What follows belongs to an exercise in optimizing a design on an open flow for a short achievable clock period and few clock cycles; a production flow would make more cautious choices.
The RTL was checked by simulation tests, not by an equivalence proof against the original design.
No activity file was given, so power comes from the tool's default toggle rates.

==> 03-17 <==
// riscv_core
module riscv_core #(
    parameter DATA_MEM_SIZE = 1024
) (
    input  logic        clk,
    input  logic        rst_n,
    output logic [31:0] instr_rd_addr,
    input  logic [31:0] instr_rd_data,
    output logic [31:0] data_rd_addr,
    input  logic [31:0] data_rd_data,
    output logic [1:0]  data_wr,
    output logic [31:0] data_wr_addr,
    output logic [31:0] data_wr_data,
    output logic [2:0]  halt
);
    function automatic logic [31:0] ksadd(input logic [31:0] x, input logic [31:0] y, input logic ci);
        logic [31:0] g, p, gg, pp, g2, p2;
        g  = x & y;
        p  = x ^ y;
        gg = {g[31:1], g[0] | (p[0] & ci)};
        pp = p;
        for (int k = 1; k < 32; k = k * 2) begin
            g2 = gg;
            p2 = pp;
            for (int i = k; i < 32; i = i + 1) begin
                g2[i] = gg[i] | (pp[i] & gg[i-k]);
                p2[i] = pp[i] & pp[i-k];
            end
            gg = g2;
            pp = p2;
        end
        ksadd = p ^ {gg[30:0], ci};
    endfunction
    function automatic logic [12:0] add12(input logic [11:0] x, input logic [11:0] y);
        logic [11:0] g, p, gg, pp, g2, p2;
        g  = x & y;
        p  = x ^ y;
        gg = g;
        pp = p;
        for (int k = 1; k < 12; k = k * 2) begin
            g2 = gg;
            p2 = pp;
            for (int i = k; i < 12; i = i + 1) begin
                g2[i] = gg[i] | (pp[i] & gg[i-k]);
                p2[i] = pp[i] & pp[i-k];
  ...
clock: 10.0 ns
lec_check: 0
abc_area: 0
abc_clock_period_in_ps: 3000
cap_margin: 20
core_margin: 2
core_utilization: 40
place_density: 0.6
slew_margin: 20
standard.sh (not shown) runs the stock make flow with config.mk's settings and CLKGATE_MAP_FILE= SYNTH_SCRIPT=/design/flow/synth_recipe.tcl, a recipe that flattens the netlist after the stock synthesis.
==> flow/flow/run.sh <==
#!/bin/bash
set -euo pipefail
export SETUP_SLACK_MARGIN=${MARGIN:-6.5}
export BUFFER_PORTS_ARGS="-buffer_cell sky130_fd_sc_hd__buf_4"
bash standard.sh > standard_flow.log 2>&1
==> 02-15 (differences from 03-17) <==
--- a/flow/design.v
+++ b/flow/design.v
@@ -90,13 +90,14 @@
     logic        e_br, e_jal, e_jalr, e_ld, e_st, e_env, e_auipc;
     logic [31:0] e_uval;      
     logic [31:0] e_unegd;     
     logic        e_hit, e_ptaken, e_off4;
     logic [1:0]  e_ctr;
     logic [2:0]  e_f3;
-    logic [31:0] m_res, m_addr, m_wdata;
+    logic [31:0] m_res, m_addr, m_wdata, m_btgt;
+    logic        m_brv, m_taken, m_ptaken;
     logic [1:0]  m_wr;
     logic [4:0]  m_rd;
     logic        m_ld, m_mem;
     logic [2:0]  m_f3;
     logic [31:0] w_res;
     logic [4:0]  w_rd;
@@ -306,15 +307,15 @@
     assign a  = e_fa ? m_res : e_a;
     assign b  = e_fb ? m_res : e_b;
     assign sd = e_fs ? m_res : e_sd;
     logic [31:0] sum, addr;
     always_comb begin
         case ({e_fa, e_fb})
-            2'b00:   sum = e_a + e_bx + {31'h0, e_sub};
-            2'b10:   sum = ksadd(m_res, e_bx, e_sub);
-            2'b01:   sum = e_sub ? ksadd(e_a, ~m_res, 1'b1) : ksadd(e_a, m_res, 1'b0);
+            2'b00:   sum = e_sub ? e_a + e_bx + 32'd1 : e_a + e_b;
+            2'b10:   sum = e_sub ? m_res + e_bx + 32'd1 : m_res + e_b;
+            2'b01:   sum = e_sub ? e_a + ~m_res + 32'd1 : e_a + m_res;
             default: sum = e_sub ? 32'h0 : {m_res[30:0], 1'b0};
         endcase
     end
     assign addr = e_fa ? ksadd(m_res, e_imm, 1'b0) : e_a + e_imm;
     logic [31:0] sll_r, sr_r;
     assign sll_r = a << b[4:0];
@@ -331,53 +332,55 @@
             2'b01:   c = c01;
             default: c = c11;
         endcase
     end
     logic eq, lt, ltu;
     assign {eq, lt, ltu} = c;
-    logic [31:0] res;
+    logic [31:0] res, res_o;
+    assign res = e_sel[0] ? sum : res_o;
     always_comb begin
-        res = 32'h0;
-        if (e_sel[0]) res = res | sum;
-        if (e_sel[1]) res = res | (a ^ b);
-        if (e_sel[2]) res = res | (a | b);
-        if (e_sel[3]) res = res | (a & b);
-        if (e_sel[4]) res = res | sll_r;
-        if (e_sel[5]) res = res | sr_r;
-        if (e_sel[6]) res = res | {31'h0, lt};
-        if (e_sel[7]) res = res | {31'h0, ltu};
-        if (e_sel[8]) res = res | e_link;
+        res_o = 32'h0;
+        if (e_sel[1]) res_o = res_o | (a ^ b);
+        if (e_sel[2]) res_o = res_o | (a | b);
+        if (e_sel[3]) res_o = res_o | (a & b);
+        if (e_sel[4]) res_o = res_o | sll_r;
+        if (e_sel[5]) res_o = res_o | sr_r;
+        if (e_sel[6]) res_o = res_o | {31'h0, lt};
+        if (e_sel[7]) res_o = res_o | {31'h0, ltu};
+        if (e_sel[8]) res_o = res_o | e_link;
     end
     logic cond, taken;
     always_comb begin
         case (e_f3[2:1])
             2'b00:   cond = eq;
             2'b10:   cond = lt;
             default: cond = ltu;
         endcase
         taken = cond ^ e_f3[0];
     end
-    logic jalr_ok, e_bmis, e_jmis, e_redirect;
+    logic jalr_ok, m_bmis, ev, e_jmis, e_redirect;
+    assign m_bmis  = m_brv && (m_taken != m_ptaken);
+    assign ev      = e_valid && !m_bmis;
     assign jalr_ok = e_fa ? (m_res == e_jcmp) : (e_a == e_jcmp);
-    assign e_bmis  = e_valid && e_br && !e_off4 && (taken != e_ptaken);
-    assign e_jmis  = e_valid && e_jalr && !jalr_ok;
-    assign e_redirect = e_bmis || e_jmis;
+    assign e_jmis  = ev && e_jalr && !jalr_ok;
+    assign e_redirect = m_bmis || e_jmis;
     logic sel_i;
-    assign sel_i = i_redirect && !e_bmis && !p_jalr && !d_refetch && !d_redirect;
+    assign sel_i = i_redirect && !m_bmis && !p_jalr && !d_refetch && !d_redirect;
     logic bt_upd;
-    assign bt_upd = e_valid && (e_jal || e_jalr || (e_br && (taken || e_hit)));
+    assign bt_upd = ev && (e_jal || e_jalr || (e_br && (taken || e_hit)));
     always_ff @(posedge clk) begin
         if (!rst_n) begin
             fa      <= 32'h0;
             fa_o    <= 32'h0;
             fx      <= 1'b0;
             p_jalr  <= 1'b0;
             i_valid <= 1'b0;
             d_valid <= 1'b0;
             e_valid <= 1'b0;
             m_rd    <= 5'd0;
+            m_brv   <= 1'b0;
             m_wr    <= 2'd0;
             m_ld    <= 1'b0;
             m_mem   <= 1'b0;
             w_rd    <= 5'd0;
             w_ld    <= 1'b0;
             x_rd    <= 5'd0;
@@ -386,39 +389,40 @@
             halt2   <= 1'b0;
             bt_v    <= 32'h0;
             bt_pt   <= 32'h0;
             u_v     <= 1'b0;
         end else begin
             if (sel_i)           fa <= i_tgt;
-            else if (e_bmis)     fa <= e_ptaken ? e_link : e_target;
+            else if (m_bmis)     fa <= m_btgt;
             else if (p_jalr)     fa <= m_addr;
             else if (d_refetch)  fa <= i_pc;
             else if (d_redirect) fa <= {d_pc[31:12], d_tlo};
             else                 fa <= fnext;
-            fx <= !e_bmis && !p_jalr && !d_refetch && d_redirect;
-            fa_o <= ({32{e_bmis}} & (e_ptaken ? e_link : e_target)) |
-                    ({32{!e_bmis && p_jalr}} & m_addr) |
-                    ({32{!e_bmis && !p_jalr && d_refetch}} & i_pc) |
-                    ({32{!e_bmis && !p_jalr && !d_refetch && d_redirect}} & {d_pc[31:12], d_tlo}) |
+            fx <= !m_bmis && !p_jalr && !d_refetch && d_redirect;
+            fa_o <= ({32{m_bmis}} & m_btgt) |
+                    ({32{!m_bmis && p_jalr}} & m_addr) |
+                    ({32{!m_bmis && !p_jalr && d_refetch}} & i_pc) |
+                    ({32{!m_bmis && !p_jalr && !d_refetch && d_redirect}} & {d_pc[31:12], d_tlo}) |
                     ({32{sel_i}} & i_tgt) |
-                    ({32{!e_bmis && !p_jalr && !d_refetch && !d_redirect && !i_redirect}} & fnext);
+                    ({32{!m_bmis && !p_jalr && !d_refetch && !d_redirect && !i_redirect}} & fnext);
             p_jalr  <= e_jmis;
-            i_valid <= !(e_redirect || d_refetch || d_redirect || i_redirect);
+            i_valid <= !(e_redirect || p_jalr || d_refetch || d_redirect || i_redirect);
             if (e_redirect)    d_valid <= 1'b0;
             else if (!d_stall) d_valid <= i_valid && !d_redirect;
             e_valid <= d_valid && !d_stall && !e_redirect;
-            m_rd  <= e_valid ? e_rd : 5'd0;
-            m_ld  <= e_valid && e_ld;
-            m_mem <= e_valid && (e_ld || e_st);
-            m_wr  <= (e_valid && e_st) ? (e_f3[1] ? 2'd3 : e_f3[0] ? 2'd2 : 2'd1) : 2'd0;
+            m_rd  <= ev ? e_rd : 5'd0;
+            m_ld  <= ev && e_ld;
+            m_mem <= ev && (e_ld || e_st);
+            m_wr  <= (ev && e_st) ? (e_f3[1] ? 2'd3 : e_f3[0] ? 2'd2 : 2'd1) : 2'd0;
+            m_brv <= ev && e_br && !e_off4;
             w_rd <= m_rd;
             w_ld <= m_ld;
             x_rd <= w_rd;
             if (d_valid && !legal) halt0 <= 1'b1;
             if (m_mem && m_addr[31:10] != 22'h0) halt1 <= 1'b1;
-            if (e_valid && e_env) halt2 <= 1'b1;
+            if (ev && e_env) halt2 <= 1'b1;
             u_v <= bt_upd;
             if (u_v) begin
                 bt_v[u_idx]  <= 1'b1;
                 bt_pt[u_idx] <= u_j || u_c[1];
             end
         end
@@ -486,12 +490,15 @@
         e_off4    <= off4;
         e_jcmp    <= (redir_any || d_ired) ? e_uval : d_pn - imm_i;
         e_auipc   <= is_auipc;
         e_uval    <= d_pc + imm_u;
         e_unegd   <= 32'd8 - imm_u;
         m_res   <= res;
+        m_taken <= taken;
+        m_ptaken <= e_ptaken;
+        m_btgt  <= e_ptaken ? e_link : e_target;
         m_addr  <= addr;
         m_wdata <= sd;
         m_f3    <= e_f3;
         w_res <= m_res;
         w_f3  <= m_f3;
         x_val <= wb_now;
==> notes <==
- Between 03-17 and 02-15, the lower synthesized cell count is in 03-17 (gap 6.1%, measured against 02-15).
- Against 02-15, the clock-buffer cell count of 03-17 is higher by 14.
- Against 02-15, the synthesized area of 03-17 is smaller by about 3.7%.
- 03-17 produced a clean layout. 02-15 went through all stages and came out clean.
- Of 02-15 and 03-17, 02-15 has the higher maximum frequency (gap about 20%, measured against 03-17).
- In sequential power, 03-17 and 02-15 hardly differ.
- Between 02-15 and 03-17, the lower wire length is in 02-15 (gap 5.4%, measured against 03-17).
- Of 02-15 and 03-17, 03-17 has the higher sequential share of layout area (gap 0.66 points).
- Against 02-15, the design area of 03-17 is smaller by about 2.2%.
Testbench counts of 03-17, summed over its fixed seeds: cycles 57,892.
Testbench counts of 02-15, summed over its fixed seeds: cycles 58,757.

-- afterwards: timing with drivers on the ports --
The results above use ideal ports. As a check the final layouts listed here were re-extracted and re-timed, cells and wires unchanged.
Step 1 (the two cells are an assumption about what drives the block):
set clk [get_ports {clk}]
set_driving_cell -lib_cell sky130_fd_sc_hd__clkbuf_16 $clk
set_driving_cell -lib_cell sky130_fd_sc_hd__buf_2 [delete_from_list [all_inputs] $clk]
Step 2 adds t to the input delays and takes it off the output delays; t is the mean of the earliest and latest rising clock arrival at the registers after step 1. Input paths then give back, and output paths get back, about the clock's delay inside the block.
Slacks: ideal / step 1 / step 2; pairs: ideal / step 1.
| run | t (ns) | setup WS [ns] | clock arrival spread, ns | slew at the worst register clock pin (ns) |
|---|---|---|---|---|
| 03-17 | 1.058 | 5.277 / 5.277 / 4.413 | 0.116 / 0.116 | 0.07 / 0.07 |
| 02-15 | 1.066 | 6.078 / 6.086 / 5.021 | 0.097 / 0.097 | 0.08 / 0.08 |
After both steps every run listed still meets setup and hold. The setup slack of 02-15, which loses most, moves by +0.008 ns with the drivers and by -1.057 ns with both steps.
